Context: an optimization exercise on an open-source flow, tuned for small area, a short achievable clock period and few clock cycles. The choices shown serve that exercise and are no tape-out recipe.
The RTL was checked by simulation tests, not by an equivalence proof against the original design.
Power figures rest on the tool's default switching activity, not on a simulated workload.

Setup of the previous run:
## core
module core (
    input   logic         clk_i,
    input   logic         rstn_i,
    output  logic [31:0]  imem_addr_o,
    input   logic [31:0]  imem_rdata_i,
    output  logic [31:0]  dmem_addr_o,
    output  logic [3:0]   dmem_we_o,
    output  logic [31:0]  dmem_wdata_o,
    input   logic [31:0]  dmem_rdata_i,
    output  logic [31:0]  reg_o
  );
  localparam logic [6:0] OP_LUI    = 7'b0110111;
  localparam logic [6:0] OP_AUIPC  = 7'b0010111;
  localparam logic [6:0] OP_JAL    = 7'b1101111;
  localparam logic [6:0] OP_JALR   = 7'b1100111;
  localparam logic [6:0] OP_BRANCH = 7'b1100011;
  localparam logic [6:0] OP_LOAD   = 7'b0000011;
  localparam logic [6:0] OP_STORE  = 7'b0100011;
  localparam logic [6:0] OP_ALUI   = 7'b0010011;
  localparam logic [6:0] OP_ALU    = 7'b0110011;
  logic [31:2] pc_d;         
  logic [31:2] pc_seq;       
  logic        d_valid;      
  logic [31:0] ex_a, ex_b, ex_c;
  logic        ex_cin;
  logic        ex_we, ex_load, ex_store, ex_jal, ex_jalr;
  logic        ex_t_eq, ex_t_ne, ex_t_lt, ex_t_ge;
  logic [4:0]  ex_rd;
  logic [2:0]  ex_f3;
  logic        ex_sel_add, ex_sel_slt, ex_sel_xor, ex_sel_or, ex_sel_and;
  logic        ex_sel_sr, ex_sel_sl, ex_sel_link, ex_sra;
  logic        wb_we, wb_load;
  logic [4:0]  wb_rd;
  logic [2:0]  wb_f3;
  logic [31:0] wb_res;
  logic [31:0] rf_q [31:1];
  logic [31:1] rf_v;
  logic [31:0] g0, p0, gk, pk, gn, pn;
  logic [32:0] cy;
  logic [31:0] sum;
  assign g0 = ex_a & ex_b;
  assign p0 = ex_a ^ ex_b;
  always_comb begin
    gk = g0;
    pk = p0;
    gk[0] = g0[0] | (p0[0] & ex_cin);
    for (int d = 1; d < 32; d = d * 2) begin
      gn = gk;
      pn = pk;
  ...
Size in the first run: about 5,500 cells after synthesis, roughly 200 I/O pins, roughly 64,000 um^2 of cells after synthesis.
export LEC_CHECK = 0
export CAP_MARGIN = 20
export CELL_PAD_IN_SITES_DETAIL_PLACEMENT = 1
export CELL_PAD_IN_SITES_GLOBAL_PLACEMENT = 2
export CORE_MARGIN = 2
export CORE_UTILIZATION = 35
export PLACE_DENSITY = 0.55
export SETUP_SLACK_MARGIN = 5.0
export SLEW_MARGIN = 20
create_clock -name core_clock -period 11.0 [get_ports {clk_i}]
run.sh (not shown) runs the stock make flow with config.mk's settings and CLKGATE_MAP_FILE= SYNTH_SCRIPT=/design/flow/synth_recipe.tcl, a recipe that flattens the netlist after the stock synthesis.
Testbench counts of the previous run, summed over its fixed seeds: cycles 335,727.
diff inputs: the previous run => the current run
Settings: an added CTS_CLUSTER_SIZE of 30; a change of PLACE_DENSITY from 0.55 to 0.65; a change of CORE_UTILIZATION from 35 to 50; an added CTS_CLUSTER_DIAMETER of 80.
## What came out
- Summary of the current run over the previous run: wire length -10%, number of multi-input combinational cells in the layout has remained practically unchanged, internal cell power shows a reduction of 1.7 mW.
- On routed wire length on met3: the current run sits above the previous run.
- Per the comparison of the current run with the previous run, flip-flop and latch count held steady; length of routed wiring on met1 went down; final core utilization rose 16 points; cell count after placement decreased about 10%.


## main
Starting RTL as in the previous note.
Settings: LEC_CHECK=0, CAP_MARGIN=20, CELL_PAD_IN_SITES_DETAIL_PLACEMENT=1, CELL_PAD_IN_SITES_GLOBAL_PLACEMENT=2, CORE_MARGIN=2, CORE_UTILIZATION=35, CTS_CLUSTER_DIAMETER=80, CTS_CLUSTER_SIZE=30, PLACE_DENSITY=0.55, SETUP_SLACK_MARGIN=5.0, SLEW_MARGIN=20; clock period 11.0 ns.
Testbench counts of main, summed over its fixed seeds: cycles 335,727.
Relative to main, the following input files were edited for the feature branch:
- CTS_CLUSTER_SIZE changed from 30 to 26
- PLACE_DENSITY changed from 0.55 to 0.65
- CTS_CLUSTER_DIAMETER changed from 80 to 70
- CORE_UTILIZATION changed from 35 to 50
[summary]
In the tables for main and the feature branch, number of cells traversed by the worst register-to-register path reads higher with main. Clock period minus final worst setup slack ended up 0.029 ns lower on the feature branch than on main. On the feature branch: utilization is 17 points higher than what main gave. Taking the feature branch as 1.0, main lands at 1.4 on floorplan core area. The feature branch vs main: area overhead of the layout relative to synthesis down in the feature branch. Re critical path depth: main was lower than the feature branch. Multi-input gate area in the final layout in the feature branch vs main: up about 0.9%. The feature branch vs main, clock network fraction of total power went down by 2.6 points. Lower cell internal power dissipation was reported by the feature branch, not main. Compare main and the feature branch | combinational power higher: the feature branch.

## separate check: timing with driven ports
The results above use ideal ports. As a check the final layouts listed here were re-extracted and re-timed, cells and wires unchanged.
Step 1: set_driving_cell puts a clkbuf_16 on clk_i and a buf_2 on each other input, an assumption about the parent block.
Step 2 times the ports against the registers' clock, not the clock port: input delays grow and output delays shrink by t, the midpoint of the rising clock arrivals with the driver on.
a / b / c = ideal / step 1 / step 2; a / b = the first two.
| run | shift t [ns] | setup slack, ns | hold WS [ns] | cell pins on the clock port's net |
|---|---|---|---|---|
| the previous run | 0.901 | 4.683 / 4.588 / 4.053 | 0.355 / 0.355 / 0.355 | 1 |
| the current run | 0.815 | 4.758 / 4.694 / 3.995 | 0.357 / 0.357 / 0.357 | 1 |
| main | 0.874 | 4.652 / 4.559 / 4.022 | 0.357 / 0.357 / 0.357 | 1 |
| the feature branch | 0.839 | 4.681 / 4.594 / 3.945 | 0.355 / 0.355 / 0.355 | 1 |
After both steps every run listed still meets setup and hold. For the current run, which loses most, drivers alone change the setup slack by -0.064 ns; drivers and shift together by -0.763 ns.
